Context: an optimization exercise on an open-source flow, tuned for small area. The choices shown serve that exercise and are no tape-out recipe. At most, simulation tests tie the RTL to the original design; equivalence was not proved. For run 2, only the layout was checked, not whether the RTL still works. No activity file was given, so power comes from the tool's default toggle rates.

==> flow/design.v, too long to show whole: its modules and the start of the top module <==
// module Delay_reg: 11 lines
// module Delay2n: 23 lines
// module ML_fa: 7 lines
// module Multiplierless_Correlator: 998 lines
module Multiplierless_Correlator #(parameter FBIT = 7) (
	input clk, rst,
	input ena,
	input [15:0] CR_in,
	output reg [4+FBIT:0] CR_out
);
  // ...
==> flow/run.sh <==
#!/bin/bash
# synth_recipe.tcl (not shown) runs the flow's synth.tcl, then flattens the netlist and writes it again
# the make line also repeats each setting of config.mk as NAME=value (left out here)
make -C /OpenROAD-flow-scripts/flow DESIGN_CONFIG=/design/flow/config.mk WORK_HOME=/design/flow/orfs CLKGATE_MAP_FILE= SYNTH_SCRIPT=/design/flow/synth_recipe.tcl finish
==> flow/config.mk <==
export PLATFORM = sky130hd
export DESIGN_NAME = Multiplierless_Correlator
export DESIGN_NICKNAME = Multiplierless_Correlator
export VERILOG_FILES = /design/flow/design.v
export SDC_FILE = /design/flow/constraint.sdc
export NUM_CORES = 4
export LEC_CHECK = 0
export CAP_MARGIN = 20
export CORE_MARGIN = 2
export CORE_UTILIZATION = 40
export CTS_BUF_LIST = sky130_fd_sc_hd__clkbuf_16
export CTS_CLUSTER_DIAMETER = 60
export CTS_CLUSTER_SIZE = 30
export SLEW_MARGIN = 20
export SYNTH_HIERARCHICAL = 1
==> flow/constraint.sdc <==
create_clock -name core_clock -period 10.0 [get_ports {clk}]
set_input_delay 2.0000 -clock core_clock [delete_from_list [all_inputs] [get_ports {clk}]]
set_output_delay 2.0000 -clock core_clock [all_outputs]
set_load 0.01 [all_outputs]
==> flow_summary.ini, run 1 <==
[synth]
synth_compound_area_frac = 0.236
avgSynthCellArea_um2 = 14.2
syn-cell-area_um2 = 40900
async_flop_share = 0
synthSimpleGateAreaFrac = 0.00189
yosysTopAreaCellShare = 0.538

[global_routing]
grt_max_degree = 259
grt_pass1_wl_um = 123000
gr-usage-all-layers = 0.143
grt.met2_usage = 0.217

[outcome]
status = finished clean

[final_layout]
largest_reg_flops = 12
nNonClkInverters = 3
buffers = 41
register_area_um2 = 22000
antenna_cells = 0
fin_nets = 3175
drive_gt1_frac = 0.0541

[route]
met1_length_um = 36000
via_per_inst = 5.38

[floorplan]
rows = 117
die_h_um = 324

[cts]
clk_latency_ns = 0.65
htreeDepth = 3

[critical_path]
crit_required_ns = 10.53
crit_arrival_ns = 8.95

[hold_path]
hold_path_class = flop to flop
==> run 2, diff against run 1 <==
==> flow/design.v (replaced) <==
`timescale 1ns / 1ps
module Delay_reg #(parameter WIDTH = 32)(
	input 	clk,rst,
	input 	ena,
	input 	  [WIDTH - 1:0] dat_in,
	output reg [WIDTH - 1:0] dat_out
    );
always @(posedge clk) begin
	if(rst) 			dat_out <= {WIDTH{1'b0}};
	else if (ena) 	dat_out <= dat_in;	
end
endmodule
`timescale 1ns / 1ps
module Delay2n #(parameter WIDTH = 32, D = 64, B = 6)(
	input  clk, rst, ena,
	input  [WIDTH-1:0] dat_in,	
	output [WIDTH-1:0] dat_out
);
reg [WIDTH-1:0] dat_ram [D-1:0];
reg [B-1:0]  adr_cnt;
reg 			 dat_val;
assign 	  dat_out  = (dat_val)? dat_ram[adr_cnt]: {WIDTH{1'b0}};
always@ (posedge clk)begin
	if(rst) begin
			adr_cnt <= 0;
		end
	else if (ena) begin
			dat_ram[adr_cnt]	<= dat_in;
			adr_cnt 				<= adr_cnt +1'b1;
		end		
end
always@ (posedge clk)begin
	if(rst) 								dat_val <= 1'b0;
	else if (ena & (adr_cnt == {B{1'b1}})) dat_val <= 1'b1;
end
endmodule
module ML_fa (
	input a, b, c,
	output s, co
);
assign s = a ^ b ^ c;
assign co = (a & b) | (a & c) | (b & c);
endmodule
module Multiplierless_Correlator #(parameter FBIT = 7) (
	input clk, rst,
	input ena,
	input [15:0] CR_in,
	output reg [4+FBIT:0] CR_out
);
reg [7:0] iCR_in;
reg iena;
always @(posedge clk) begin
	iCR_in <= CR_in[15:8];
	iena <= ena & ~rst;
end
reg iena_n;
always @(posedge clk) iena_n <= ~ena | rst;
wire ld = iena & ~rst;
wire hd = iena_n & ~rst;
reg [7:0] x1, x2, x3, x4, x5, x6, x7, x8, x9, x10, x11, x12, x13, x14, x15, x16, x17, x18, x19, x20, x21, x22, x23, x24, x25, x26, x27, x28, x29, x30, x31, x32, x33, x34, x35, x36, x37, x38, x39, x40, x41, x42, x43, x44, x45, x46, x47, x48, x49, x50, x51, x52, x53, x54, x55, x56, x57, x58, x59, x60, x61, x62, x63, x64;
always @(posedge clk) begin
	x1 <= (iCR_in & {8{ld}}) | (x1 & {8{hd}});
	x2 <= (x1 & {8{ld}}) | (x2 & {8{hd}});
	x3 <= (x2 & {8{ld}}) | (x3 & {8{hd}});
	x4 <= (x3 & {8{ld}}) | (x4 & {8{hd}});
	x5 <= (x4 & {8{ld}}) | (x5 & {8{hd}});
	x6 <= (x5 & {8{ld}}) | (x6 & {8{hd}});
	x7 <= (x6 & {8{ld}}) | (x7 & {8{hd}});
	x8 <= (x7 & {8{ld}}) | (x8 & {8{hd}});
	x9 <= (x8 & {8{ld}}) | (x9 & {8{hd}});
	x10 <= (x9 & {8{ld}}) | (x10 & {8{hd}});
	x11 <= (x10 & {8{ld}}) | (x11 & {8{hd}});
	x12 <= (x11 & {8{ld}}) | (x12 & {8{hd}});
	x13 <= (x12 & {8{ld}}) | (x13 & {8{hd}});
	x14 <= (x13 & {8{ld}}) | (x14 & {8{hd}});
	x15 <= (x14 & {8{ld}}) | (x15 & {8{hd}});
	x16 <= (x15 & {8{ld}}) | (x16 & {8{hd}});
	x17 <= (x16 & {8{ld}}) | (x17 & {8{hd}});
	x18 <= (x17 & {8{ld}}) | (x18 & {8{hd}});
	x19 <= (x18 & {8{ld}}) | (x19 & {8{hd}});
	x20 <= (x19 & {8{ld}}) | (x20 & {8{hd}});
	x21 <= (x20 & {8{ld}}) | (x21 & {8{hd}});
	x22 <= (x21 & {8{ld}}) | (x22 & {8{hd}});
	x23 <= (x22 & {8{ld}}) | (x23 & {8{hd}});
	x24 <= (x23 & {8{ld}}) | (x24 & {8{hd}});
	x25 <= (x24 & {8{ld}}) | (x25 & {8{hd}});
	x26 <= (x25 & {8{ld}}) | (x26 & {8{hd}});
	x27 <= (x26 & {8{ld}}) | (x27 & {8{hd}});
	x28 <= (x27 & {8{ld}}) | (x28 & {8{hd}});
	x29 <= (x28 & {8{ld}}) | (x29 & {8{hd}});
	x30 <= (x29 & {8{ld}}) | (x30 & {8{hd}});
	x31 <= (x30 & {8{ld}}) | (x31 & {8{hd}});
	x32 <= (x31 & {8{ld}}) | (x32 & {8{hd}});
	x33 <= (x32 & {8{ld}}) | (x33 & {8{hd}});
	x34 <= (x33 & {8{ld}}) | (x34 & {8{hd}});
	x35 <= (x34 & {8{ld}}) | (x35 & {8{hd}});
	x36 <= (x35 & {8{ld}}) | (x36 & {8{hd}});
	x37 <= (x36 & {8{ld}}) | (x37 & {8{hd}});
	x38 <= (x37 & {8{ld}}) | (x38 & {8{hd}});
	x39 <= (x38 & {8{ld}}) | (x39 & {8{hd}});
	x40 <= (x39 & {8{ld}}) | (x40 & {8{hd}});
	x41 <= (x40 & {8{ld}}) | (x41 & {8{hd}});
	x42 <= (x41 & {8{ld}}) | (x42 & {8{hd}});
	x43 <= (x42 & {8{ld}}) | (x43 & {8{hd}});
	x44 <= (x43 & {8{ld}}) | (x44 & {8{hd}});
	x45 <= (x44 & {8{ld}}) | (x45 & {8{hd}});
	x46 <= (x45 & {8{ld}}) | (x46 & {8{hd}});
	x47 <= (x46 & {8{ld}}) | (x47 & {8{hd}});
	x48 <= (x47 & {8{ld}}) | (x48 & {8{hd}});
	x49 <= (x48 & {8{ld}}) | (x49 & {8{hd}});
	x50 <= (x49 & {8{ld}}) | (x50 & {8{hd}});
	x51 <= (x50 & {8{ld}}) | (x51 & {8{hd}});
	x52 <= (x51 & {8{ld}}) | (x52 & {8{hd}});
	x53 <= (x52 & {8{ld}}) | (x53 & {8{hd}});
	x54 <= (x53 & {8{ld}}) | (x54 & {8{hd}});
	x55 <= (x54 & {8{ld}}) | (x55 & {8{hd}});
	x56 <= (x55 & {8{ld}}) | (x56 & {8{hd}});
	x57 <= (x56 & {8{ld}}) | (x57 & {8{hd}});
	x58 <= (x57 & {8{ld}}) | (x58 & {8{hd}});
	x59 <= (x58 & {8{ld}}) | (x59 & {8{hd}});
	x60 <= (x59 & {8{ld}}) | (x60 & {8{hd}});
	x61 <= (x60 & {8{ld}}) | (x61 & {8{hd}});
	x62 <= (x61 & {8{ld}}) | (x62 & {8{hd}});
	x63 <= (x62 & {8{ld}}) | (x63 & {8{hd}});
	x64 <= (x63 & {8{ld}}) | (x64 & {8{hd}});
end
wire [8:0] fn;
wire [8:0] fc;
assign fn[0] = iCR_in[0] ^ x64[0];
assign fc[1] = iCR_in[0] & x64[0];
genvar fi;
generate for (fi = 1; fi < 8; fi = fi + 1) begin: frca
	ML_fa u_fa (.a(iCR_in[fi]), .b(x64[fi]), .c(fc[fi]), .s(fn[fi]), .co(fc[fi+1]));
end endgenerate
assign fn[8] = fc[8];
reg [8:0] f1;
reg [8:0] f2;
reg [8:0] f3;
reg [8:0] f4;
reg [8:0] f5;
reg [8:0] f6;
reg [8:0] f7;
reg [8:0] f8;
reg [8:0] f9;
reg [8:0] f10;
reg [8:0] f11;
reg [8:0] f12;
reg [8:0] f13;
reg [8:0] f14;
reg [8:0] f15;
reg [8:0] f16;
reg [8:0] f17;
reg [8:0] f18;
reg [8:0] f19;
reg [8:0] f20;
reg [8:0] f21;
reg [8:0] f22;
reg [8:0] f23;
reg [8:0] f24;
reg [8:0] f25;
reg [8:0] f26;
reg [8:0] f27;
reg [8:0] f28;
reg [8:0] f29;
reg [8:0] f30;
reg [8:0] f31;
reg [8:0] f32;
reg [8:0] f33;
reg [8:0] f34;
reg [8:0] f35;
reg [8:0] f36;
reg [8:0] f37;
reg [8:0] f38;
reg [8:0] f39;
reg [8:0] f40;
reg [8:0] f41;
reg [8:0] f42;
reg [8:0] f43;
reg [8:0] f44;
reg [8:0] f45;
reg [8:0] f46;
reg [8:0] f47;
reg [8:0] f48;
reg [8:0] f49;
reg [8:0] f50;
reg [8:0] f51;
reg [8:0] f52;
reg [8:0] f53;
reg [8:0] f54;
reg [8:0] f55;
reg [8:0] f56;
reg [8:0] f57;
reg [8:0] f58;
reg [8:0] f59;
reg [8:0] f60;
reg [8:0] f61;
reg [8:0] f62;
reg [7:0] f63;
always @(posedge clk) begin
	f1 <= (fn & {9{ld}}) | (f1 & {9{hd}});
	f2 <= (f1 & {9{ld}}) | (f2 & {9{hd}});
	f3 <= (f2 & {9{ld}}) | (f3 & {9{hd}});
	f4 <= (f3 & {9{ld}}) | (f4 & {9{hd}});
	f5 <= (f4 & {9{ld}}) | (f5 & {9{hd}});
	f6 <= (f5 & {9{ld}}) | (f6 & {9{hd}});
	f7 <= (f6 & {9{ld}}) | (f7 & {9{hd}});
	f8 <= (f7 & {9{ld}}) | (f8 & {9{hd}});
	f9 <= (f8 & {9{ld}}) | (f9 & {9{hd}});
	f10 <= (f9 & {9{ld}}) | (f10 & {9{hd}});
	f11 <= (f10 & {9{ld}}) | (f11 & {9{hd}});
	f12 <= (f11 & {9{ld}}) | (f12 & {9{hd}});
	f13 <= (f12 & {9{ld}}) | (f13 & {9{hd}});
	f14 <= (f13 & {9{ld}}) | (f14 & {9{hd}});
	f15 <= (f14 & {9{ld}}) | (f15 & {9{hd}});
	f16 <= (f15 & {9{ld}}) | (f16 & {9{hd}});
	f17 <= (f16 & {9{ld}}) | (f17 & {9{hd}});
	f18 <= (f17 & {9{ld}}) | (f18 & {9{hd}});
	f19 <= (f18 & {9{ld}}) | (f19 & {9{hd}});
	f20 <= (f19 & {9{ld}}) | (f20 & {9{hd}});
	f21 <= (f20 & {9{ld}}) | (f21 & {9{hd}});
	f22 <= (f21 & {9{ld}}) | (f22 & {9{hd}});
	f23 <= (f22 & {9{ld}}) | (f23 & {9{hd}});
	f24 <= (f23 & {9{ld}}) | (f24 & {9{hd}});
	f25 <= (f24 & {9{ld}}) | (f25 & {9{hd}});
	f26 <= (f25 & {9{ld}}) | (f26 & {9{hd}});
	f27 <= (f26 & {9{ld}}) | (f27 & {9{hd}});
	f28 <= (f27 & {9{ld}}) | (f28 & {9{hd}});
	f29 <= (f28 & {9{ld}}) | (f29 & {9{hd}});
	f30 <= (f29 & {9{ld}}) | (f30 & {9{hd}});
	f31 <= (f30 & {9{ld}}) | (f31 & {9{hd}});
	f32 <= (f31 & {9{ld}}) | (f32 & {9{hd}});
	f33 <= (f32 & {9{ld}}) | (f33 & {9{hd}});
	f34 <= (f33 & {9{ld}}) | (f34 & {9{hd}});
	f35 <= (f34 & {9{ld}}) | (f35 & {9{hd}});
	f36 <= (f35 & {9{ld}}) | (f36 & {9{hd}});
	f37 <= (f36 & {9{ld}}) | (f37 & {9{hd}});
	f38 <= (f37 & {9{ld}}) | (f38 & {9{hd}});
	f39 <= (f38 & {9{ld}}) | (f39 & {9{hd}});
	f40 <= (f39 & {9{ld}}) | (f40 & {9{hd}});
	f41 <= (f40 & {9{ld}}) | (f41 & {9{hd}});
	f42 <= (f41 & {9{ld}}) | (f42 & {9{hd}});
	f43 <= (f42 & {9{ld}}) | (f43 & {9{hd}});
	f44 <= (f43 & {9{ld}}) | (f44 & {9{hd}});
	f45 <= (f44 & {9{ld}}) | (f45 & {9{hd}});
	f46 <= (f45 & {9{ld}}) | (f46 & {9{hd}});
	f47 <= (f46 & {9{ld}}) | (f47 & {9{hd}});
	f48 <= (f47 & {9{ld}}) | (f48 & {9{hd}});
	f49 <= (f48 & {9{ld}}) | (f49 & {9{hd}});
	f50 <= (f49 & {9{ld}}) | (f50 & {9{hd}});
	f51 <= (f50 & {9{ld}}) | (f51 & {9{hd}});
	f52 <= (f51 & {9{ld}}) | (f52 & {9{hd}});
	f53 <= (f52 & {9{ld}}) | (f53 & {9{hd}});
	f54 <= (f53 & {9{ld}}) | (f54 & {9{hd}});
	f55 <= (f54 & {9{ld}}) | (f55 & {9{hd}});
	f56 <= (f55 & {9{ld}}) | (f56 & {9{hd}});
	f57 <= (f56 & {9{ld}}) | (f57 & {9{hd}});
	f58 <= (f57 & {9{ld}}) | (f58 & {9{hd}});
	f59 <= (f58 & {9{ld}}) | (f59 & {9{hd}});
	f60 <= (f59 & {9{ld}}) | (f60 & {9{hd}});
	f61 <= (f60 & {9{ld}}) | (f61 & {9{hd}});
	f62 <= (f61 & {9{ld}}) | (f62 & {9{hd}});
	f63 <= (f62[8:1] & {8{ld}}) | (f63 & {8{hd}});
end
wire s0, c0;
wire s1, c1;
wire s2, c2;
wire s3, c3;
wire s4, c4;
wire s5, c5;
wire s6, c6;
wire s7, c7;
wire s8, c8;
wire s9, c9;
wire s10, c10;
wire s11, c11;
wire s12, c12;
wire s13, c13;
wire s14, c14;
wire s15, c15;
wire s16, c16;
wire s17, c17;
wire s18, c18;
wire s19, c19;
wire s20, c20;
wire s21, c21;
wire s22, c22;
wire s23, c23;
wire s24, c24;
wire s25, c25;
wire s26, c26;
wire s27, c27;
wire s28, c28;
wire s29, c29;
wire s30, c30;
wire s31, c31;
wire s32, c32;
wire s33, c33;
wire s34, c34;
wire s35, c35;
wire s36, c36;
wire s37, c37;
wire s38, c38;
wire s39, c39;
wire s40, c40;
wire s41, c41;
wire s42, c42;
wire s43, c43;
wire s44, c44;
wire s45, c45;
wire s46, c46;
wire s47, c47;
wire s48, c48;
wire s49, c49;
wire s50, c50;
wire s51, c51;
wire s52, c52;
wire s53, c53;
wire s54, c54;
wire s55, c55;
wire s56, c56;
wire s57, c57;
wire s58, c58;
wire s59, c59;
wire s60, c60;
wire s61, c61;
wire s62, c62;
wire s63, c63;
wire s64, c64;
wire s65, c65;
wire s66, c66;
wire s67, c67;
wire s68, c68;
wire s69, c69;
wire s70, c70;
wire s71, c71;
wire s72, c72;
wire s73, c73;
wire s74, c74;
wire s75, c75;
wire s76, c76;
wire s77, c77;
wire s78, c78;
wire s79, c79;
wire s80, c80;
wire s81, c81;
wire s82, c82;
wire s83, c83;
wire s84, c84;
wire s85, c85;
wire s86, c86;
wire s87, c87;
wire s88, c88;
wire s89, c89;
wire s90, c90;
wire s91, c91;
wire s92, c92;
wire s93, c93;
wire s94, c94;
wire s95, c95;
wire s96, c96;
wire s97, c97;
wire s98, c98;
wire s99, c99;
wire s100, c100;
wire s101, c101;
wire s102, c102;
wire s103, c103;
wire s104, c104;
wire s105, c105;
wire s106, c106;
wire s107, c107;
wire s108, c108;
wire s109, c109;
wire s110, c110;
wire s111, c111;
wire s112, c112;
wire s113, c113;
wire s114, c114;
wire s115, c115;
wire s116, c116;
wire s117, c117;
wire s118, c118;
wire s119, c119;
wire s120, c120;
wire s121, c121;
wire s122, c122;
wire s123, c123;
wire s124, c124;
wire s125, c125;
wire s126, c126;
wire s127, c127;
wire s128, c128;
wire s129, c129;
wire s130, c130;
wire s131, c131;
wire s132, c132;
wire s133, c133;
wire s134, c134;
wire s135, c135;
wire s136, c136;
wire s137, c137;
wire s138, c138;
wire s139, c139;
wire s140, c140;
wire s141, c141;
wire s142, c142;
wire s143, c143;
wire s144, c144;
wire s145, c145;
wire s146, c146;
wire s147, c147;
wire s148, c148;
wire s149, c149;
wire s150, c150;
wire s151, c151;
wire s152, c152;
wire s153, c153;
wire s154, c154;
wire s155, c155;
wire s156, c156;
wire s157, c157;
wire s158, c158;
wire s159, c159;
wire s160, c160;
wire s161, c161;
wire s162, c162;
wire s163, c163;
wire s164, c164;
wire s165, c165;
wire s166, c166;
wire s167, c167;
wire s168, c168;
wire s169, c169;
wire s170, c170;
wire s171, c171;
wire s172, c172;
wire s173, c173;
wire s174, c174;
wire s175, c175;
wire s176, c176;
wire s177, c177;
wire s178, c178;
wire s179, c179;
wire s180, c180;
wire s181, c181;
wire s182, c182;
wire s183, c183;
wire s184, c184;
wire s185, c185;
wire s186, c186;
wire s187, c187;
wire s188, c188;
wire s189, c189;
wire s190, c190;
wire s191, c191;
wire s192, c192;
wire s193, c193;
wire s194, c194;
wire s195, c195;
wire s196, c196;
wire s197, c197;
wire s198, c198;
wire s199, c199;
wire s200, c200;
wire s201, c201;
wire s202, c202;
wire s203, c203;
wire s204, c204;
wire s205, c205;
wire s206, c206;
wire s207, c207;
wire s208, c208;
wire s209, c209;
wire s210, c210;
wire s211, c211;
wire s212, c212;
wire s213, c213;
wire s214, c214;
wire s215, c215;
wire s216, c216;
wire s217, c217;
wire s218, c218;
wire s219, c219;
wire s220, c220;
wire s221, c221;
wire s222, c222;
wire s223, c223;
wire s224, c224;
wire s225, c225;
wire s226, c226;
wire s227, c227;
wire s228, c228;
wire s229, c229;
wire s230, c230;
wire s231, c231;
wire s232, c232;
wire s233, c233;
wire s234, c234;
wire s235, c235;
wire s236, c236;
wire s237, c237;
wire s238, c238;
wire s239, c239;
wire s240, c240;
wire s241, c241;
wire s242, c242;
wire s243, c243;
wire s244, c244;
wire s245, c245;
wire s246, c246;
wire s247, c247;
wire s248, c248;
wire s249, c249;
wire s250, c250;
wire s251, c251;
wire s252, c252;
wire s253, c253;
wire s254, c254;
wire s255, c255;
wire s256, c256;
wire s257, c257;
wire s258, c258;
wire s259, c259;
wire s260, c260;
wire s261, c261;
wire s262, c262;
wire s263, c263;
wire s264, c264;
wire s265, c265;
wire s266, c266;
wire s267, c267;
wire s268, c268;
wire s269, c269;
wire s270, c270;
wire s271, c271;
wire s272, c272;
wire s273, c273;
wire s274, c274;
wire s275, c275;
wire s276, c276;
wire s277, c277;
wire s278, c278;
wire s279, c279;
wire s280, c280;
wire s281, c281;
wire s282, c282;
wire s283, c283;
wire s284, c284;
wire s285, c285;
wire s286, c286;
wire s287, c287;
wire s288, c288;
wire s289, c289;
wire s290, c290;
wire s291, c291;
wire s292, c292;
wire s293, c293;
wire s294, c294;
wire s295, c295;
wire s296, c296;
wire s297, c297;
wire s298, c298;
wire s299, c299;
wire s300, c300;
wire s301, c301;
wire s302, c302;
wire s303, c303;
wire s304, c304;
wire s305, c305;
wire s306, c306;
wire s307, c307;
wire s308, c308;
wire s309, c309;
wire s310, c310;
wire s311, c311;
wire s312, c312;
wire s313, c313;
wire s314, c314;
wire s315, c315;
wire s316, c316;
wire s317, c317;
wire s318, c318;
wire s319, c319;
wire s320, c320;
wire s321, c321;
wire s322, c322;
wire s323, c323;
wire s324, c324;
wire s325, c325;
wire s326, c326;
wire s327, c327;
wire s328, c328;
wire s329, c329;
wire s330, c330;
wire s331, c331;
wire s332, c332;
wire s333, c333;
wire s334, c334;
wire s335, c335;
wire s336, c336;
wire s337, c337;
wire s338, c338;
wire s339, c339;
wire s340, c340;
wire s341, c341;
wire s342, c342;
wire s343, c343;
wire s344, c344;
wire s345, c345;
wire s346, c346;
wire s347, c347;
wire s348, c348;
wire s349, c349;
wire s350, c350;
wire s351, c351;
wire s352, c352;
wire s353, c353;
wire s354, c354;
wire s355, c355;
wire s356, c356;
wire s357, c357;
wire s358, c358;
wire s359, c359;
wire s360, c360;
wire s361, c361;
wire s362, c362;
wire s363, c363;
wire s364, c364;
wire s365, c365;
wire s366, c366;
wire s367, c367;
wire s368, c368;
wire s369, c369;
wire s370, c370;
wire s371, c371;
wire s372, c372;
wire s373, c373;
wire s374, c374;
wire s375, c375;
wire s376, c376;
wire s377, c377;
ML_fa u_fa0 (.a(f1[1]), .b(f3[1]), .c(f4[1]), .s(s0), .co(c0));
ML_fa u_fa1 (.a(f5[1]), .b(f7[0]), .c(f8[1]), .s(s1), .co(c1));
ML_fa u_fa2 (.a(f9[1]), .b(f11[1]), .c(f14[0]), .s(s2), .co(c2));
ML_fa u_fa3 (.a(f15[0]), .b(f16[1]), .c(f17[1]), .s(s3), .co(c3));
ML_fa u_fa4 (.a(f18[1]), .b(f19[1]), .c(f21[0]), .s(s4), .co(c4));
ML_fa u_fa5 (.a(f22[1]), .b(f23[1]), .c(f26[1]), .s(s5), .co(c5));
ML_fa u_fa6 (.a(f27[0]), .b(f28[0]), .c(f29[0]), .s(s6), .co(c6));
ML_fa u_fa7 (.a(f30[1]), .b(f32[0]), .c(f34[1]), .s(s7), .co(c7));
ML_fa u_fa8 (.a(f35[1]), .b(f36[0]), .c(f38[1]), .s(s8), .co(c8));
ML_fa u_fa9 (.a(f39[0]), .b(f40[1]), .c(f41[0]), .s(s9), .co(c9));
ML_fa u_fa10 (.a(f42[1]), .b(f43[1]), .c(f44[1]), .s(s10), .co(c10));
ML_fa u_fa11 (.a(f46[1]), .b(f47[0]), .c(f49[1]), .s(s11), .co(c11));
ML_fa u_fa12 (.a(f50[1]), .b(f51[0]), .c(f52[1]), .s(s12), .co(c12));
ML_fa u_fa13 (.a(f53[1]), .b(f55[1]), .c(f56[1]), .s(s13), .co(c13));
ML_fa u_fa14 (.a(f58[0]), .b(f60[1]), .c(f61[1]), .s(s14), .co(c14));
ML_fa u_fa15 (.a(f62[0]), .b(f63[0]), .c(s0), .s(s15), .co(c15));
ML_fa u_fa16 (.a(s1), .b(s2), .c(s3), .s(s16), .co(c16));
ML_fa u_fa17 (.a(s4), .b(s5), .c(s6), .s(s17), .co(c17));
ML_fa u_fa18 (.a(s7), .b(s8), .c(s9), .s(s18), .co(c18));
ML_fa u_fa19 (.a(s10), .b(s11), .c(s12), .s(s19), .co(c19));
ML_fa u_fa20 (.a(s13), .b(s14), .c(fn[1]), .s(s20), .co(c20));
ML_fa u_fa21 (.a(s15), .b(s16), .c(s17), .s(s21), .co(c21));
ML_fa u_fa22 (.a(s18), .b(s19), .c(s20), .s(s22), .co(c22));
ML_fa u_fa23 (.a(f1[2]), .b(f3[2]), .c(f4[2]), .s(s23), .co(c23));
ML_fa u_fa24 (.a(f5[2]), .b(f7[1]), .c(f8[2]), .s(s24), .co(c24));
ML_fa u_fa25 (.a(f9[2]), .b(f11[2]), .c(f14[1]), .s(s25), .co(c25));
ML_fa u_fa26 (.a(f15[1]), .b(f16[2]), .c(f17[2]), .s(s26), .co(c26));
ML_fa u_fa27 (.a(f18[2]), .b(f19[2]), .c(f21[1]), .s(s27), .co(c27));
ML_fa u_fa28 (.a(f22[2]), .b(f23[2]), .c(f26[2]), .s(s28), .co(c28));
ML_fa u_fa29 (.a(f27[1]), .b(f28[1]), .c(f29[1]), .s(s29), .co(c29));
ML_fa u_fa30 (.a(f30[2]), .b(f32[1]), .c(f34[2]), .s(s30), .co(c30));
ML_fa u_fa31 (.a(f35[2]), .b(f36[1]), .c(f38[2]), .s(s31), .co(c31));
ML_fa u_fa32 (.a(f39[1]), .b(f40[2]), .c(f41[1]), .s(s32), .co(c32));
ML_fa u_fa33 (.a(f42[2]), .b(f43[2]), .c(f44[2]), .s(s33), .co(c33));
ML_fa u_fa34 (.a(f46[2]), .b(f47[1]), .c(f49[2]), .s(s34), .co(c34));
ML_fa u_fa35 (.a(f50[2]), .b(f51[1]), .c(f52[2]), .s(s35), .co(c35));
ML_fa u_fa36 (.a(f53[2]), .b(f55[2]), .c(f56[2]), .s(s36), .co(c36));
ML_fa u_fa37 (.a(f58[1]), .b(f60[2]), .c(f61[2]), .s(s37), .co(c37));
ML_fa u_fa38 (.a(f62[1]), .b(f63[1]), .c(c0), .s(s38), .co(c38));
ML_fa u_fa39 (.a(c1), .b(c2), .c(c3), .s(s39), .co(c39));
ML_fa u_fa40 (.a(c4), .b(c5), .c(c6), .s(s40), .co(c40));
ML_fa u_fa41 (.a(c7), .b(c8), .c(c9), .s(s41), .co(c41));
ML_fa u_fa42 (.a(c10), .b(c11), .c(c12), .s(s42), .co(c42));
ML_fa u_fa43 (.a(c13), .b(c14), .c(s23), .s(s43), .co(c43));
ML_fa u_fa44 (.a(s24), .b(s25), .c(s26), .s(s44), .co(c44));
ML_fa u_fa45 (.a(s27), .b(s28), .c(s29), .s(s45), .co(c45));
ML_fa u_fa46 (.a(s30), .b(s31), .c(s32), .s(s46), .co(c46));
ML_fa u_fa47 (.a(s33), .b(s34), .c(s35), .s(s47), .co(c47));
ML_fa u_fa48 (.a(s36), .b(s37), .c(c15), .s(s48), .co(c48));
ML_fa u_fa49 (.a(c16), .b(c17), .c(c18), .s(s49), .co(c49));
ML_fa u_fa50 (.a(c19), .b(s38), .c(s39), .s(s50), .co(c50));
ML_fa u_fa51 (.a(s40), .b(s41), .c(s42), .s(s51), .co(c51));
ML_fa u_fa52 (.a(c20), .b(s43), .c(s44), .s(s52), .co(c52));
ML_fa u_fa53 (.a(s45), .b(s46), .c(s47), .s(s53), .co(c53));
ML_fa u_fa54 (.a(fn[2]), .b(c21), .c(s48), .s(s54), .co(c54));
ML_fa u_fa55 (.a(s49), .b(s50), .c(s51), .s(s55), .co(c55));
ML_fa u_fa56 (.a(c22), .b(s52), .c(s53), .s(s56), .co(c56));
ML_fa u_fa57 (.a(s54), .b(s55), .c(s56), .s(s57), .co(c57));
ML_fa u_fa58 (.a(f1[3]), .b(f3[3]), .c(f4[3]), .s(s58), .co(c58));
ML_fa u_fa59 (.a(f5[3]), .b(f7[2]), .c(f8[3]), .s(s59), .co(c59));
ML_fa u_fa60 (.a(f9[3]), .b(f11[3]), .c(f14[2]), .s(s60), .co(c60));
ML_fa u_fa61 (.a(f15[2]), .b(f16[3]), .c(f17[3]), .s(s61), .co(c61));
ML_fa u_fa62 (.a(f18[3]), .b(f19[3]), .c(f21[2]), .s(s62), .co(c62));
ML_fa u_fa63 (.a(f22[3]), .b(f23[3]), .c(f26[3]), .s(s63), .co(c63));
ML_fa u_fa64 (.a(f27[2]), .b(f28[2]), .c(f29[2]), .s(s64), .co(c64));
ML_fa u_fa65 (.a(f30[3]), .b(f32[2]), .c(f34[3]), .s(s65), .co(c65));
ML_fa u_fa66 (.a(f35[3]), .b(f36[2]), .c(f38[3]), .s(s66), .co(c66));
ML_fa u_fa67 (.a(f39[2]), .b(f40[3]), .c(f41[2]), .s(s67), .co(c67));
ML_fa u_fa68 (.a(f42[3]), .b(f43[3]), .c(f44[3]), .s(s68), .co(c68));
ML_fa u_fa69 (.a(f46[3]), .b(f47[2]), .c(f49[3]), .s(s69), .co(c69));
ML_fa u_fa70 (.a(f50[3]), .b(f51[2]), .c(f52[3]), .s(s70), .co(c70));
ML_fa u_fa71 (.a(f53[3]), .b(f55[3]), .c(f56[3]), .s(s71), .co(c71));
ML_fa u_fa72 (.a(f58[2]), .b(f60[3]), .c(f61[3]), .s(s72), .co(c72));
ML_fa u_fa73 (.a(f62[2]), .b(f63[2]), .c(c23), .s(s73), .co(c73));
ML_fa u_fa74 (.a(c24), .b(c25), .c(c26), .s(s74), .co(c74));
ML_fa u_fa75 (.a(c27), .b(c28), .c(c29), .s(s75), .co(c75));
ML_fa u_fa76 (.a(c30), .b(c31), .c(c32), .s(s76), .co(c76));
ML_fa u_fa77 (.a(c33), .b(c34), .c(c35), .s(s77), .co(c77));
ML_fa u_fa78 (.a(c36), .b(c37), .c(s58), .s(s78), .co(c78));
ML_fa u_fa79 (.a(s59), .b(s60), .c(s61), .s(s79), .co(c79));
ML_fa u_fa80 (.a(s62), .b(s63), .c(s64), .s(s80), .co(c80));
ML_fa u_fa81 (.a(s65), .b(s66), .c(s67), .s(s81), .co(c81));
ML_fa u_fa82 (.a(s68), .b(s69), .c(s70), .s(s82), .co(c82));
ML_fa u_fa83 (.a(s71), .b(s72), .c(c38), .s(s83), .co(c83));
ML_fa u_fa84 (.a(c39), .b(c40), .c(c41), .s(s84), .co(c84));
ML_fa u_fa85 (.a(c42), .b(c43), .c(c44), .s(s85), .co(c85));
ML_fa u_fa86 (.a(c45), .b(c46), .c(c47), .s(s86), .co(c86));
ML_fa u_fa87 (.a(s73), .b(s74), .c(s75), .s(s87), .co(c87));
ML_fa u_fa88 (.a(s76), .b(s77), .c(s78), .s(s88), .co(c88));
ML_fa u_fa89 (.a(s79), .b(s80), .c(s81), .s(s89), .co(c89));
ML_fa u_fa90 (.a(s82), .b(c48), .c(c49), .s(s90), .co(c90));
ML_fa u_fa91 (.a(c50), .b(c51), .c(s83), .s(s91), .co(c91));
ML_fa u_fa92 (.a(s84), .b(c52), .c(c53), .s(s92), .co(c92));
ML_fa u_fa93 (.a(s85), .b(s86), .c(s87), .s(s93), .co(c93));
ML_fa u_fa94 (.a(fn[3]), .b(s88), .c(s89), .s(s94), .co(c94));
ML_fa u_fa95 (.a(c54), .b(c55), .c(s90), .s(s95), .co(c95));
ML_fa u_fa96 (.a(s91), .b(c56), .c(s92), .s(s96), .co(c96));
ML_fa u_fa97 (.a(s93), .b(s94), .c(s95), .s(s97), .co(c97));
ML_fa u_fa98 (.a(c57), .b(s96), .c(s97), .s(s98), .co(c98));
ML_fa u_fa99 (.a(f1[4]), .b(f3[4]), .c(f4[4]), .s(s99), .co(c99));
ML_fa u_fa100 (.a(f5[4]), .b(f7[3]), .c(f8[4]), .s(s100), .co(c100));
ML_fa u_fa101 (.a(f9[4]), .b(f11[4]), .c(f14[3]), .s(s101), .co(c101));
ML_fa u_fa102 (.a(f15[3]), .b(f16[4]), .c(f17[4]), .s(s102), .co(c102));
ML_fa u_fa103 (.a(f18[4]), .b(f19[4]), .c(f21[3]), .s(s103), .co(c103));
ML_fa u_fa104 (.a(f22[4]), .b(f23[4]), .c(f26[4]), .s(s104), .co(c104));
ML_fa u_fa105 (.a(f27[3]), .b(f28[3]), .c(f29[3]), .s(s105), .co(c105));
ML_fa u_fa106 (.a(f30[4]), .b(f32[3]), .c(f34[4]), .s(s106), .co(c106));
ML_fa u_fa107 (.a(f35[4]), .b(f36[3]), .c(f38[4]), .s(s107), .co(c107));
ML_fa u_fa108 (.a(f39[3]), .b(f40[4]), .c(f41[3]), .s(s108), .co(c108));
ML_fa u_fa109 (.a(f42[4]), .b(f43[4]), .c(f44[4]), .s(s109), .co(c109));
ML_fa u_fa110 (.a(f46[4]), .b(f47[3]), .c(f49[4]), .s(s110), .co(c110));
ML_fa u_fa111 (.a(f50[4]), .b(f51[3]), .c(f52[4]), .s(s111), .co(c111));
ML_fa u_fa112 (.a(f53[4]), .b(f55[4]), .c(f56[4]), .s(s112), .co(c112));
ML_fa u_fa113 (.a(f58[3]), .b(f60[4]), .c(f61[4]), .s(s113), .co(c113));
ML_fa u_fa114 (.a(f62[3]), .b(f63[3]), .c(c58), .s(s114), .co(c114));
ML_fa u_fa115 (.a(c59), .b(c60), .c(c61), .s(s115), .co(c115));
ML_fa u_fa116 (.a(c62), .b(c63), .c(c64), .s(s116), .co(c116));
ML_fa u_fa117 (.a(c65), .b(c66), .c(c67), .s(s117), .co(c117));
ML_fa u_fa118 (.a(c68), .b(c69), .c(c70), .s(s118), .co(c118));
ML_fa u_fa119 (.a(c71), .b(c72), .c(s99), .s(s119), .co(c119));
ML_fa u_fa120 (.a(s100), .b(s101), .c(s102), .s(s120), .co(c120));
ML_fa u_fa121 (.a(s103), .b(s104), .c(s105), .s(s121), .co(c121));
ML_fa u_fa122 (.a(s106), .b(s107), .c(s108), .s(s122), .co(c122));
ML_fa u_fa123 (.a(s109), .b(s110), .c(s111), .s(s123), .co(c123));
ML_fa u_fa124 (.a(s112), .b(s113), .c(c73), .s(s124), .co(c124));
ML_fa u_fa125 (.a(c74), .b(c75), .c(c76), .s(s125), .co(c125));
ML_fa u_fa126 (.a(c77), .b(c78), .c(c79), .s(s126), .co(c126));
ML_fa u_fa127 (.a(c80), .b(c81), .c(c82), .s(s127), .co(c127));
ML_fa u_fa128 (.a(s114), .b(s115), .c(s116), .s(s128), .co(c128));
ML_fa u_fa129 (.a(s117), .b(s118), .c(s119), .s(s129), .co(c129));
ML_fa u_fa130 (.a(s120), .b(s121), .c(s122), .s(s130), .co(c130));
ML_fa u_fa131 (.a(s123), .b(c83), .c(c84), .s(s131), .co(c131));
ML_fa u_fa132 (.a(c85), .b(c86), .c(c87), .s(s132), .co(c132));
ML_fa u_fa133 (.a(s124), .b(s125), .c(c88), .s(s133), .co(c133));
ML_fa u_fa134 (.a(c89), .b(s126), .c(s127), .s(s134), .co(c134));
ML_fa u_fa135 (.a(s128), .b(s129), .c(s130), .s(s135), .co(c135));
ML_fa u_fa136 (.a(c90), .b(c91), .c(s131), .s(s136), .co(c136));
ML_fa u_fa137 (.a(c92), .b(c93), .c(s132), .s(s137), .co(c137));
ML_fa u_fa138 (.a(c94), .b(s133), .c(s134), .s(s138), .co(c138));
ML_fa u_fa139 (.a(fn[4]), .b(s135), .c(c95), .s(s139), .co(c139));
ML_fa u_fa140 (.a(s136), .b(c96), .c(s137), .s(s140), .co(c140));
ML_fa u_fa141 (.a(s138), .b(c97), .c(s139), .s(s141), .co(c141));
ML_fa u_fa142 (.a(s140), .b(c98), .c(s141), .s(s142), .co(c142));
ML_fa u_fa143 (.a(f1[5]), .b(f3[5]), .c(f4[5]), .s(s143), .co(c143));
ML_fa u_fa144 (.a(f5[5]), .b(f7[4]), .c(f8[5]), .s(s144), .co(c144));
ML_fa u_fa145 (.a(f9[5]), .b(f11[5]), .c(f14[4]), .s(s145), .co(c145));
ML_fa u_fa146 (.a(f15[4]), .b(f16[5]), .c(f17[5]), .s(s146), .co(c146));
ML_fa u_fa147 (.a(f18[5]), .b(f19[5]), .c(f21[4]), .s(s147), .co(c147));
ML_fa u_fa148 (.a(f22[5]), .b(f23[5]), .c(f26[5]), .s(s148), .co(c148));
ML_fa u_fa149 (.a(f27[4]), .b(f28[4]), .c(f29[4]), .s(s149), .co(c149));
ML_fa u_fa150 (.a(f30[5]), .b(f32[4]), .c(f34[5]), .s(s150), .co(c150));
ML_fa u_fa151 (.a(f35[5]), .b(f36[4]), .c(f38[5]), .s(s151), .co(c151));
ML_fa u_fa152 (.a(f39[4]), .b(f40[5]), .c(f41[4]), .s(s152), .co(c152));
ML_fa u_fa153 (.a(f42[5]), .b(f43[5]), .c(f44[5]), .s(s153), .co(c153));
ML_fa u_fa154 (.a(f46[5]), .b(f47[4]), .c(f49[5]), .s(s154), .co(c154));
ML_fa u_fa155 (.a(f50[5]), .b(f51[4]), .c(f52[5]), .s(s155), .co(c155));
ML_fa u_fa156 (.a(f53[5]), .b(f55[5]), .c(f56[5]), .s(s156), .co(c156));
ML_fa u_fa157 (.a(f58[4]), .b(f60[5]), .c(f61[5]), .s(s157), .co(c157));
ML_fa u_fa158 (.a(f62[4]), .b(f63[4]), .c(c99), .s(s158), .co(c158));
ML_fa u_fa159 (.a(c100), .b(c101), .c(c102), .s(s159), .co(c159));
ML_fa u_fa160 (.a(c103), .b(c104), .c(c105), .s(s160), .co(c160));
ML_fa u_fa161 (.a(c106), .b(c107), .c(c108), .s(s161), .co(c161));
ML_fa u_fa162 (.a(c109), .b(c110), .c(c111), .s(s162), .co(c162));
ML_fa u_fa163 (.a(c112), .b(c113), .c(s143), .s(s163), .co(c163));
ML_fa u_fa164 (.a(s144), .b(s145), .c(s146), .s(s164), .co(c164));
ML_fa u_fa165 (.a(s147), .b(s148), .c(s149), .s(s165), .co(c165));
ML_fa u_fa166 (.a(s150), .b(s151), .c(s152), .s(s166), .co(c166));
ML_fa u_fa167 (.a(s153), .b(s154), .c(s155), .s(s167), .co(c167));
ML_fa u_fa168 (.a(s156), .b(s157), .c(c114), .s(s168), .co(c168));
ML_fa u_fa169 (.a(c115), .b(c116), .c(c117), .s(s169), .co(c169));
ML_fa u_fa170 (.a(c118), .b(c119), .c(c120), .s(s170), .co(c170));
ML_fa u_fa171 (.a(c121), .b(c122), .c(c123), .s(s171), .co(c171));
ML_fa u_fa172 (.a(s158), .b(s159), .c(s160), .s(s172), .co(c172));
ML_fa u_fa173 (.a(s161), .b(s162), .c(s163), .s(s173), .co(c173));
ML_fa u_fa174 (.a(s164), .b(s165), .c(s166), .s(s174), .co(c174));
ML_fa u_fa175 (.a(s167), .b(c124), .c(c125), .s(s175), .co(c175));
ML_fa u_fa176 (.a(c126), .b(c127), .c(c128), .s(s176), .co(c176));
ML_fa u_fa177 (.a(s168), .b(s169), .c(c129), .s(s177), .co(c177));
ML_fa u_fa178 (.a(c130), .b(s170), .c(s171), .s(s178), .co(c178));
ML_fa u_fa179 (.a(s172), .b(s173), .c(s174), .s(s179), .co(c179));
ML_fa u_fa180 (.a(c131), .b(c132), .c(s175), .s(s180), .co(c180));
ML_fa u_fa181 (.a(c133), .b(c134), .c(s176), .s(s181), .co(c181));
ML_fa u_fa182 (.a(c135), .b(s177), .c(s178), .s(s182), .co(c182));
ML_fa u_fa183 (.a(s179), .b(c136), .c(c137), .s(s183), .co(c183));
ML_fa u_fa184 (.a(s180), .b(c138), .c(s181), .s(s184), .co(c184));
ML_fa u_fa185 (.a(fn[5]), .b(s182), .c(c139), .s(s185), .co(c185));
ML_fa u_fa186 (.a(c140), .b(s183), .c(s184), .s(s186), .co(c186));
ML_fa u_fa187 (.a(c141), .b(s185), .c(s186), .s(s187), .co(c187));
ML_fa u_fa188 (.a(f1[6]), .b(f3[6]), .c(f4[6]), .s(s188), .co(c188));
ML_fa u_fa189 (.a(f5[6]), .b(f7[5]), .c(f8[6]), .s(s189), .co(c189));
ML_fa u_fa190 (.a(f9[6]), .b(f11[6]), .c(f14[5]), .s(s190), .co(c190));
ML_fa u_fa191 (.a(f15[5]), .b(f16[6]), .c(f17[6]), .s(s191), .co(c191));
ML_fa u_fa192 (.a(f18[6]), .b(f19[6]), .c(f21[5]), .s(s192), .co(c192));
ML_fa u_fa193 (.a(f22[6]), .b(f23[6]), .c(f26[6]), .s(s193), .co(c193));
ML_fa u_fa194 (.a(f27[5]), .b(f28[5]), .c(f29[5]), .s(s194), .co(c194));
ML_fa u_fa195 (.a(f30[6]), .b(f32[5]), .c(f34[6]), .s(s195), .co(c195));
ML_fa u_fa196 (.a(f35[6]), .b(f36[5]), .c(f38[6]), .s(s196), .co(c196));
ML_fa u_fa197 (.a(f39[5]), .b(f40[6]), .c(f41[5]), .s(s197), .co(c197));
ML_fa u_fa198 (.a(f42[6]), .b(f43[6]), .c(f44[6]), .s(s198), .co(c198));
ML_fa u_fa199 (.a(f46[6]), .b(f47[5]), .c(f49[6]), .s(s199), .co(c199));
ML_fa u_fa200 (.a(f50[6]), .b(f51[5]), .c(f52[6]), .s(s200), .co(c200));
ML_fa u_fa201 (.a(f53[6]), .b(f55[6]), .c(f56[6]), .s(s201), .co(c201));
ML_fa u_fa202 (.a(f58[5]), .b(f60[6]), .c(f61[6]), .s(s202), .co(c202));
ML_fa u_fa203 (.a(f62[5]), .b(f63[5]), .c(c143), .s(s203), .co(c203));
ML_fa u_fa204 (.a(c144), .b(c145), .c(c146), .s(s204), .co(c204));
ML_fa u_fa205 (.a(c147), .b(c148), .c(c149), .s(s205), .co(c205));
ML_fa u_fa206 (.a(c150), .b(c151), .c(c152), .s(s206), .co(c206));
ML_fa u_fa207 (.a(c153), .b(c154), .c(c155), .s(s207), .co(c207));
ML_fa u_fa208 (.a(c156), .b(c157), .c(s188), .s(s208), .co(c208));
ML_fa u_fa209 (.a(s189), .b(s190), .c(s191), .s(s209), .co(c209));
ML_fa u_fa210 (.a(s192), .b(s193), .c(s194), .s(s210), .co(c210));
ML_fa u_fa211 (.a(s195), .b(s196), .c(s197), .s(s211), .co(c211));
ML_fa u_fa212 (.a(s198), .b(s199), .c(s200), .s(s212), .co(c212));
ML_fa u_fa213 (.a(s201), .b(s202), .c(c158), .s(s213), .co(c213));
ML_fa u_fa214 (.a(c159), .b(c160), .c(c161), .s(s214), .co(c214));
ML_fa u_fa215 (.a(c162), .b(c163), .c(c164), .s(s215), .co(c215));
ML_fa u_fa216 (.a(c165), .b(c166), .c(c167), .s(s216), .co(c216));
ML_fa u_fa217 (.a(s203), .b(s204), .c(s205), .s(s217), .co(c217));
ML_fa u_fa218 (.a(s206), .b(s207), .c(s208), .s(s218), .co(c218));
ML_fa u_fa219 (.a(s209), .b(s210), .c(s211), .s(s219), .co(c219));
ML_fa u_fa220 (.a(s212), .b(c168), .c(c169), .s(s220), .co(c220));
ML_fa u_fa221 (.a(c170), .b(c171), .c(c172), .s(s221), .co(c221));
ML_fa u_fa222 (.a(s213), .b(s214), .c(c173), .s(s222), .co(c222));
ML_fa u_fa223 (.a(c174), .b(s215), .c(s216), .s(s223), .co(c223));
ML_fa u_fa224 (.a(s217), .b(s218), .c(s219), .s(s224), .co(c224));
ML_fa u_fa225 (.a(c175), .b(c176), .c(s220), .s(s225), .co(c225));
ML_fa u_fa226 (.a(c177), .b(c178), .c(s221), .s(s226), .co(c226));
ML_fa u_fa227 (.a(c179), .b(s222), .c(s223), .s(s227), .co(c227));
ML_fa u_fa228 (.a(s224), .b(c180), .c(c181), .s(s228), .co(c228));
ML_fa u_fa229 (.a(s225), .b(c182), .c(s226), .s(s229), .co(c229));
ML_fa u_fa230 (.a(s227), .b(c183), .c(c184), .s(s230), .co(c230));
ML_fa u_fa231 (.a(s228), .b(s229), .c(fn[6]), .s(s231), .co(c231));
ML_fa u_fa232 (.a(c185), .b(c186), .c(s230), .s(s232), .co(c232));
ML_fa u_fa233 (.a(s231), .b(c187), .c(s232), .s(s233), .co(c233));
ML_fa u_fa234 (.a(f1[7]), .b(f3[7]), .c(f4[7]), .s(s234), .co(c234));
ML_fa u_fa235 (.a(f5[7]), .b(f7[6]), .c(f8[7]), .s(s235), .co(c235));
ML_fa u_fa236 (.a(f9[7]), .b(f11[7]), .c(f14[6]), .s(s236), .co(c236));
ML_fa u_fa237 (.a(f15[6]), .b(f16[7]), .c(f17[7]), .s(s237), .co(c237));
ML_fa u_fa238 (.a(f18[7]), .b(f19[7]), .c(f21[6]), .s(s238), .co(c238));
ML_fa u_fa239 (.a(f22[7]), .b(f23[7]), .c(f26[7]), .s(s239), .co(c239));
ML_fa u_fa240 (.a(f27[6]), .b(f28[6]), .c(f29[6]), .s(s240), .co(c240));
ML_fa u_fa241 (.a(f30[7]), .b(f32[6]), .c(f34[7]), .s(s241), .co(c241));
ML_fa u_fa242 (.a(f35[7]), .b(f36[6]), .c(f38[7]), .s(s242), .co(c242));
ML_fa u_fa243 (.a(f39[6]), .b(f40[7]), .c(f41[6]), .s(s243), .co(c243));
ML_fa u_fa244 (.a(f42[7]), .b(f43[7]), .c(f44[7]), .s(s244), .co(c244));
ML_fa u_fa245 (.a(f46[7]), .b(f47[6]), .c(f49[7]), .s(s245), .co(c245));
ML_fa u_fa246 (.a(f50[7]), .b(f51[6]), .c(f52[7]), .s(s246), .co(c246));
ML_fa u_fa247 (.a(f53[7]), .b(f55[7]), .c(f56[7]), .s(s247), .co(c247));
ML_fa u_fa248 (.a(f58[6]), .b(f60[7]), .c(f61[7]), .s(s248), .co(c248));
ML_fa u_fa249 (.a(f62[6]), .b(f63[6]), .c(c188), .s(s249), .co(c249));
ML_fa u_fa250 (.a(c189), .b(c190), .c(c191), .s(s250), .co(c250));
ML_fa u_fa251 (.a(c192), .b(c193), .c(c194), .s(s251), .co(c251));
ML_fa u_fa252 (.a(c195), .b(c196), .c(c197), .s(s252), .co(c252));
ML_fa u_fa253 (.a(c198), .b(c199), .c(c200), .s(s253), .co(c253));
ML_fa u_fa254 (.a(c201), .b(c202), .c(s234), .s(s254), .co(c254));
ML_fa u_fa255 (.a(s235), .b(s236), .c(s237), .s(s255), .co(c255));
ML_fa u_fa256 (.a(s238), .b(s239), .c(s240), .s(s256), .co(c256));
ML_fa u_fa257 (.a(s241), .b(s242), .c(s243), .s(s257), .co(c257));
ML_fa u_fa258 (.a(s244), .b(s245), .c(s246), .s(s258), .co(c258));
ML_fa u_fa259 (.a(s247), .b(s248), .c(c203), .s(s259), .co(c259));
ML_fa u_fa260 (.a(c204), .b(c205), .c(c206), .s(s260), .co(c260));
ML_fa u_fa261 (.a(c207), .b(c208), .c(c209), .s(s261), .co(c261));
ML_fa u_fa262 (.a(c210), .b(c211), .c(c212), .s(s262), .co(c262));
ML_fa u_fa263 (.a(s249), .b(s250), .c(s251), .s(s263), .co(c263));
ML_fa u_fa264 (.a(s252), .b(s253), .c(s254), .s(s264), .co(c264));
ML_fa u_fa265 (.a(s255), .b(s256), .c(s257), .s(s265), .co(c265));
ML_fa u_fa266 (.a(s258), .b(c213), .c(c214), .s(s266), .co(c266));
ML_fa u_fa267 (.a(c215), .b(c216), .c(c217), .s(s267), .co(c267));
ML_fa u_fa268 (.a(s259), .b(s260), .c(c218), .s(s268), .co(c268));
ML_fa u_fa269 (.a(c219), .b(s261), .c(s262), .s(s269), .co(c269));
ML_fa u_fa270 (.a(s263), .b(s264), .c(s265), .s(s270), .co(c270));
ML_fa u_fa271 (.a(c220), .b(c221), .c(s266), .s(s271), .co(c271));
ML_fa u_fa272 (.a(c222), .b(c223), .c(s267), .s(s272), .co(c272));
ML_fa u_fa273 (.a(c224), .b(s268), .c(s269), .s(s273), .co(c273));
ML_fa u_fa274 (.a(s270), .b(c225), .c(c226), .s(s274), .co(c274));
ML_fa u_fa275 (.a(s271), .b(c227), .c(s272), .s(s275), .co(c275));
ML_fa u_fa276 (.a(s273), .b(c228), .c(c229), .s(s276), .co(c276));
ML_fa u_fa277 (.a(s274), .b(s275), .c(c230), .s(s277), .co(c277));
ML_fa u_fa278 (.a(s276), .b(c231), .c(fn[7]), .s(s278), .co(c278));
ML_fa u_fa279 (.a(c232), .b(s277), .c(s278), .s(s279), .co(c279));
ML_fa u_fa280 (.a(f1[8]), .b(f3[8]), .c(f4[8]), .s(s280), .co(c280));
ML_fa u_fa281 (.a(f5[8]), .b(f7[7]), .c(f8[8]), .s(s281), .co(c281));
ML_fa u_fa282 (.a(f9[8]), .b(f11[8]), .c(f14[7]), .s(s282), .co(c282));
ML_fa u_fa283 (.a(f15[7]), .b(f16[8]), .c(f17[8]), .s(s283), .co(c283));
ML_fa u_fa284 (.a(f18[8]), .b(f19[8]), .c(f21[7]), .s(s284), .co(c284));
ML_fa u_fa285 (.a(f22[8]), .b(f23[8]), .c(f26[8]), .s(s285), .co(c285));
ML_fa u_fa286 (.a(f27[7]), .b(f28[7]), .c(f29[7]), .s(s286), .co(c286));
ML_fa u_fa287 (.a(f30[8]), .b(f32[7]), .c(f34[8]), .s(s287), .co(c287));
ML_fa u_fa288 (.a(f35[8]), .b(f36[7]), .c(f38[8]), .s(s288), .co(c288));
ML_fa u_fa289 (.a(f39[7]), .b(f40[8]), .c(f41[7]), .s(s289), .co(c289));
ML_fa u_fa290 (.a(f42[8]), .b(f43[8]), .c(f44[8]), .s(s290), .co(c290));
ML_fa u_fa291 (.a(f46[8]), .b(f47[7]), .c(f49[8]), .s(s291), .co(c291));
ML_fa u_fa292 (.a(f50[8]), .b(f51[7]), .c(f52[8]), .s(s292), .co(c292));
ML_fa u_fa293 (.a(f53[8]), .b(f55[8]), .c(f56[8]), .s(s293), .co(c293));
ML_fa u_fa294 (.a(f58[7]), .b(f60[8]), .c(f61[8]), .s(s294), .co(c294));
ML_fa u_fa295 (.a(f62[7]), .b(f63[7]), .c(c234), .s(s295), .co(c295));
ML_fa u_fa296 (.a(c235), .b(c236), .c(c237), .s(s296), .co(c296));
ML_fa u_fa297 (.a(c238), .b(c239), .c(c240), .s(s297), .co(c297));
ML_fa u_fa298 (.a(c241), .b(c242), .c(c243), .s(s298), .co(c298));
ML_fa u_fa299 (.a(c244), .b(c245), .c(c246), .s(s299), .co(c299));
ML_fa u_fa300 (.a(c247), .b(c248), .c(s280), .s(s300), .co(c300));
ML_fa u_fa301 (.a(s281), .b(s282), .c(s283), .s(s301), .co(c301));
ML_fa u_fa302 (.a(s284), .b(s285), .c(s286), .s(s302), .co(c302));
ML_fa u_fa303 (.a(s287), .b(s288), .c(s289), .s(s303), .co(c303));
ML_fa u_fa304 (.a(s290), .b(s291), .c(s292), .s(s304), .co(c304));
ML_fa u_fa305 (.a(s293), .b(s294), .c(c249), .s(s305), .co(c305));
ML_fa u_fa306 (.a(c250), .b(c251), .c(c252), .s(s306), .co(c306));
ML_fa u_fa307 (.a(c253), .b(c254), .c(c255), .s(s307), .co(c307));
ML_fa u_fa308 (.a(c256), .b(c257), .c(c258), .s(s308), .co(c308));
ML_fa u_fa309 (.a(s295), .b(s296), .c(s297), .s(s309), .co(c309));
ML_fa u_fa310 (.a(s298), .b(s299), .c(s300), .s(s310), .co(c310));
ML_fa u_fa311 (.a(s301), .b(s302), .c(s303), .s(s311), .co(c311));
ML_fa u_fa312 (.a(s304), .b(c259), .c(c260), .s(s312), .co(c312));
ML_fa u_fa313 (.a(c261), .b(c262), .c(c263), .s(s313), .co(c313));
ML_fa u_fa314 (.a(s305), .b(s306), .c(c264), .s(s314), .co(c314));
ML_fa u_fa315 (.a(c265), .b(s307), .c(s308), .s(s315), .co(c315));
ML_fa u_fa316 (.a(s309), .b(s310), .c(s311), .s(s316), .co(c316));
ML_fa u_fa317 (.a(c266), .b(c267), .c(s312), .s(s317), .co(c317));
ML_fa u_fa318 (.a(c268), .b(c269), .c(s313), .s(s318), .co(c318));
ML_fa u_fa319 (.a(c270), .b(s314), .c(s315), .s(s319), .co(c319));
ML_fa u_fa320 (.a(s316), .b(c271), .c(c272), .s(s320), .co(c320));
ML_fa u_fa321 (.a(s317), .b(c273), .c(s318), .s(s321), .co(c321));
ML_fa u_fa322 (.a(s319), .b(c274), .c(c275), .s(s322), .co(c322));
ML_fa u_fa323 (.a(s320), .b(s321), .c(c276), .s(s323), .co(c323));
ML_fa u_fa324 (.a(s322), .b(c277), .c(s323), .s(s324), .co(c324));
ML_fa u_fa325 (.a(c278), .b(fn[8]), .c(s324), .s(s325), .co(c325));
ML_fa u_fa326 (.a(f7[8]), .b(f14[8]), .c(f15[8]), .s(s326), .co(c326));
ML_fa u_fa327 (.a(f21[8]), .b(f27[8]), .c(f28[8]), .s(s327), .co(c327));
ML_fa u_fa328 (.a(f29[8]), .b(f32[8]), .c(f36[8]), .s(s328), .co(c328));
ML_fa u_fa329 (.a(f39[8]), .b(f41[8]), .c(f47[8]), .s(s329), .co(c329));
ML_fa u_fa330 (.a(f51[8]), .b(f58[8]), .c(f62[8]), .s(s330), .co(c330));
ML_fa u_fa331 (.a(c280), .b(c281), .c(c282), .s(s331), .co(c331));
ML_fa u_fa332 (.a(c283), .b(c284), .c(c285), .s(s332), .co(c332));
ML_fa u_fa333 (.a(c286), .b(c287), .c(c288), .s(s333), .co(c333));
ML_fa u_fa334 (.a(c289), .b(c290), .c(c291), .s(s334), .co(c334));
ML_fa u_fa335 (.a(c292), .b(c293), .c(c294), .s(s335), .co(c335));
ML_fa u_fa336 (.a(s326), .b(s327), .c(s328), .s(s336), .co(c336));
ML_fa u_fa337 (.a(s329), .b(s330), .c(c295), .s(s337), .co(c337));
ML_fa u_fa338 (.a(c296), .b(c297), .c(c298), .s(s338), .co(c338));
ML_fa u_fa339 (.a(c299), .b(c300), .c(c301), .s(s339), .co(c339));
ML_fa u_fa340 (.a(c302), .b(c303), .c(c304), .s(s340), .co(c340));
ML_fa u_fa341 (.a(s331), .b(s332), .c(s333), .s(s341), .co(c341));
ML_fa u_fa342 (.a(s334), .b(s335), .c(s336), .s(s342), .co(c342));
ML_fa u_fa343 (.a(c305), .b(c306), .c(c307), .s(s343), .co(c343));
ML_fa u_fa344 (.a(c308), .b(c309), .c(s337), .s(s344), .co(c344));
ML_fa u_fa345 (.a(s338), .b(c310), .c(c311), .s(s345), .co(c345));
ML_fa u_fa346 (.a(s339), .b(s340), .c(s341), .s(s346), .co(c346));
ML_fa u_fa347 (.a(s342), .b(c312), .c(c313), .s(s347), .co(c347));
ML_fa u_fa348 (.a(c314), .b(c315), .c(s343), .s(s348), .co(c348));
ML_fa u_fa349 (.a(s344), .b(c316), .c(s345), .s(s349), .co(c349));
ML_fa u_fa350 (.a(s346), .b(c317), .c(c318), .s(s350), .co(c350));
ML_fa u_fa351 (.a(s347), .b(c319), .c(s348), .s(s351), .co(c351));
ML_fa u_fa352 (.a(s349), .b(c320), .c(c321), .s(s352), .co(c352));
ML_fa u_fa353 (.a(s350), .b(s351), .c(c322), .s(s353), .co(c353));
ML_fa u_fa354 (.a(s352), .b(c323), .c(s353), .s(s354), .co(c354));
ML_fa u_fa355 (.a(c324), .b(s354), .c(c325), .s(s355), .co(c355));
ML_fa u_fa356 (.a(c326), .b(c327), .c(c328), .s(s356), .co(c356));
ML_fa u_fa357 (.a(c329), .b(c330), .c(c331), .s(s357), .co(c357));
ML_fa u_fa358 (.a(c332), .b(c333), .c(c334), .s(s358), .co(c358));
ML_fa u_fa359 (.a(c335), .b(c336), .c(s356), .s(s359), .co(c359));
ML_fa u_fa360 (.a(c337), .b(c338), .c(c339), .s(s360), .co(c360));
ML_fa u_fa361 (.a(c340), .b(c341), .c(s357), .s(s361), .co(c361));
ML_fa u_fa362 (.a(s358), .b(c342), .c(s359), .s(s362), .co(c362));
ML_fa u_fa363 (.a(c343), .b(c344), .c(c345), .s(s363), .co(c363));
ML_fa u_fa364 (.a(c346), .b(s360), .c(s361), .s(s364), .co(c364));
ML_fa u_fa365 (.a(s362), .b(c347), .c(c348), .s(s365), .co(c365));
ML_fa u_fa366 (.a(c349), .b(s363), .c(s364), .s(s366), .co(c366));
ML_fa u_fa367 (.a(c350), .b(c351), .c(s365), .s(s367), .co(c367));
ML_fa u_fa368 (.a(s366), .b(c352), .c(s367), .s(s368), .co(c368));
ML_fa u_fa369 (.a(c353), .b(s368), .c(c354), .s(s369), .co(c369));
ML_fa u_fa370 (.a(c356), .b(c357), .c(c358), .s(s370), .co(c370));
ML_fa u_fa371 (.a(c359), .b(c360), .c(c361), .s(s371), .co(c371));
ML_fa u_fa372 (.a(s370), .b(c362), .c(c363), .s(s372), .co(c372));
ML_fa u_fa373 (.a(c364), .b(s371), .c(c365), .s(s373), .co(c373));
ML_fa u_fa374 (.a(c366), .b(s372), .c(c367), .s(s374), .co(c374));
ML_fa u_fa375 (.a(s373), .b(c368), .c(s374), .s(s375), .co(c375));
ML_fa u_fa376 (.a(c370), .b(c371), .c(c372), .s(s376), .co(c376));
ML_fa u_fa377 (.a(c373), .b(s376), .c(c374), .s(s377), .co(c377));
wire [11:0] r0 = {c375, c369, c355, s355, c279, c233, s233, c142, s142, s98, s57, s21};
wire [11:0] r1 = {s377, s375, s369, 1'b0, s325, s279, 1'b0, s187, 1'b0, 1'b0, 1'b0, s22};
wire [12:0] rc;
wire [11:0] y;
assign rc[0] = 1'b0;
assign y[0] = r0[0] ^ r1[0];
assign rc[1] = r0[0] & r1[0];
genvar gi;
generate for (gi = 1; gi < 12; gi = gi + 1) begin: rca
	ML_fa u_fa (.a(r0[gi]), .b(r1[gi]), .c(rc[gi]), .s(y[gi]), .co(rc[gi+1]));
end endgenerate
always @(posedge clk) begin
	CR_out <= (y & {12{ld}}) | (CR_out & {12{hd}});
end
endmodule
==> flow/config.mk (replaced) <==
export PLATFORM = sky130hd
export DESIGN_NAME = Multiplierless_Correlator
export DESIGN_NICKNAME = Multiplierless_Correlator
export VERILOG_FILES = /design/flow/design.v
export SDC_FILE = /design/flow/constraint.sdc
export NUM_CORES = 4
export LEC_CHECK = 0
export CAP_MARGIN = 20
export CORE_MARGIN = 2
export CORE_UTILIZATION = 40
export CTS_BUF_LIST = sky130_fd_sc_hd__clkbuf_16
export CTS_CLUSTER_DIAMETER = 120
export CTS_CLUSTER_SIZE = 32
export SLEW_MARGIN = 20
export SYNTH_HIERARCHICAL = 1
==> flow_summary.ini, run 2 <==
[outcome]
status = finished clean

[critical_path]
r2r_start = f7[0]
end_kind = flop
worst_path_largest_cell_delay_ns = 0.55
path_max_fanout = 3
criticalPathCategory = flop to flop
path_common_cell = fa_1
reg2reg_slack_ns = 1.43
startpoint = f7[0]
crit_arrival_ns = 9.09
crit_required_ns = 10.52
cp_slowest_cell = fa_1
worst-r2r-cell-count = 19
startpoint_type = flop
worstPathCellList = fa_1, fa_1, fa_1, fa_1, fa_1, fa_1, fa_1, fa_1, fa_1, fa_1, fa_1, fa_1, fa_1, fa_1, fa_1, fa_1, fa_1, a22oi_1, nor2_1

[route]
drtIter0Drc = 2544
drt_wl_total_um = 84000
via_per_inst = 5.28
ant_nets = 0
drcViolationCount = 0
dr.pass1.iters = 5
num_vias = 27800
wl_per_cell_um = 16.0

[run]
max-cap-violations = 0

[synth]
synth-seq-cells = 1100
syn-cell-area_um2 = 44100
ys.flop_type = dfxtp_1
synth_edf_count = 0
synthTopCellsByArea = dfxtp_1 50%, a22oi_1 19%, fa_1 18%, nor2_1 9.3%, buf_2 2.9%
ys_seq_area_frac = 0.499
yosys.area.top_type = dfxtp_1
async_flop_share = 0
synthTopCellsByCount = 1,100 x dfxtp_1, 1,090 x a22oi_1, 1,090 x nor2_1, 396 x fa_1, 258 x buf_2
avgSynthCellArea_um2 = 10.9
yosysUniqueCellTypes = 12
ys_warn_count = 7
synth_most_common_cell = dfxtp_1
yosysTopAreaCellShare = 0.499
syn_inst = 4044

[cts]
clk_latency_ns = 0.66
clock_path_buffers = 3
cts.clk_slew.worst_paths_ns = 0.12
cts_hold_buf = 0
cts_tree = done
cts_buffers = 40
htreeDepth = 2
cts-resized-gates = 0
clock-root-buffer = clkbuf_16
cts_setup_buffers = 0
cts.sinks = 1100

[global_routing]
antenna_found_initial = 0
grt_max_degree = 253
grt_pass1_wl_um = 140000
gr-usage-all-layers = 0.149
grt_pass1_vias = 25900
gr-total-overflow = 0

[final_layout]
fin_area_um2 = 45700
fin_nets = 4194
final_cell_mix = 1,098 x dfxtp_1, 1,090 x a22oi_1, 1,090 x nor2_1, 396 x fa_1, 40 x clkbuf_16
largest_register = CR_out
nFillCells = 10400
largest_reg_flops = 12
antenna_cells = 0
area_growth_pct = 3.61
final_common_cell = dfxtp_1
fin_util = 0.419
drive_gt1_frac = 0.0196

[pwr]
ir_worst_vdd_v = 0.0000968
p_leak_nw = 17.3
p_per_area_nw_per_um2 = 147
power_mw = 6.74

[place]
dp_hpwl_um = 52400
placed_area_um2 = 44600
io_buffers = 22
gp_congestion = 0.784

[floorplan]
die_h_um = 336
die_w_um = 336
rows = 121
pin_count = 31
core-area_um2 = 109000
dieArea_um2 = 113000
initial_core_util = 0.404

[sta]
grt_setup_unrepaired = no
report.final.slew_viol_count = 0
whs_ns = 0.487
worst_slew_pin_slew_ns = 1.17
fin_worst_skew_ns = 0.0336
setup_violations = 0
fin_crit_sh = 0.857
setup_tns_ns = 0
fin_crit_ns = 8.57
slew_headroom = 0.218
fmaxAchievable_mhz = 117
hold_viol_final = 0

[hold_path]
holdPathStages = 2
hold_path_class = flop to flop
worstHoldStart = f45[2]
[run 2: routing by layer]
layer,GRT usage,vias to the layer above,part of all wire
met5,0,-,0
met4,0.0282,0,0.014
met3,0.0219,58,0.031
met2,0.238,273,0.47
met1,0.214,13900,0.48
li1,-,13600,-
[run 2: area by class of cell]
cell class	instances	area, um^2	area share
inverters	1	3.75	0.0000821
repair buffers	50	538	0.0118
well taps	1476	1850	0.0404
multi-input cells	2584	20300	0.443
clock inverters	4	48.8	0.00107
flip-flops and latches	1100	22000	0.482
clock buffers	40	1000	0.0219
[run 2: path summary, 6_finish.rpt]
kind | endpoint
hold reg to reg | f46[2]
hold / removal | f46[2]
setup / recovery | CR_out[11]
setup reg to reg | CR_out[11]
[run 2: through the flow]
stage               instances  setup slack [ns]
finish                   5255              1.43
global route             5255              1.21
CTS                      5253              1.39
detailed placement       5209              1.44
global placement         5209              1.47
floorplan                4048              2.07
[run 2: Yosys stat by module, one instance, submodules excluded]
module,copies in the design,flops+latches
Multiplierless_Correlator,1,1100
ML_fa,396,0
[run 2: kinds of logic (layout without fill, tap and decap cells)]
family	Yosys count	in the layout	synth area share
fa+ha+maj	398	398	0.180
simple gates	1091	1091	0.0929
other cells	1	5	0.0000850
buf+inv	364	95	0.0424
flops	1100	1100	0.499
compound gates	1090	1090	0.185
[run 2: worst max-delay path: cells and delay by family, from the launching register on]
family / cells / cell delay, ns
simple gates: 1 / 0.05
compound gates: 1 / 0.20
fa+ha+maj: 17 / 7.76
flops: 1 / 0.41
[run 2: power by group]
part	internal [mW]	total [mW]	switching, mW
clock network	0.741	2.05	1.31
registers	4.39	4.40	0.0143
logic	0.0521	0.282	0.229
total	5.18	6.74	1.56

[port drivers added, routing unchanged]
The flow's constraints put no driver on any port. The routed layouts listed below were extracted and timed again, unchanged, in two steps. Step 1: set_driving_cell puts a clkbuf_16 on clk and a buf_2 on each other input, an assumption about the parent block. Step 2 times the ports against the registers' clock, not the clock port: input delays grow and output delays shrink by t, the midpoint of the rising clock arrivals with the driver on. Three values: ideal ports, drivers, drivers and shift; two values: the first two.
run | t (ns) | setup WS [ns] | worst hold slack (ns) | worst slew at a driven data input, ns
run 1 | 0.704 | 1.571 / 1.571 / 1.571 | 0.454 / 0.454 / 0.454 | 0.03
run 2 | 0.718 | 1.434 / 1.434 / 1.434 | 0.487 / 0.487 / 0.487 | 0.05
After both steps setup and hold are still met in every run listed.
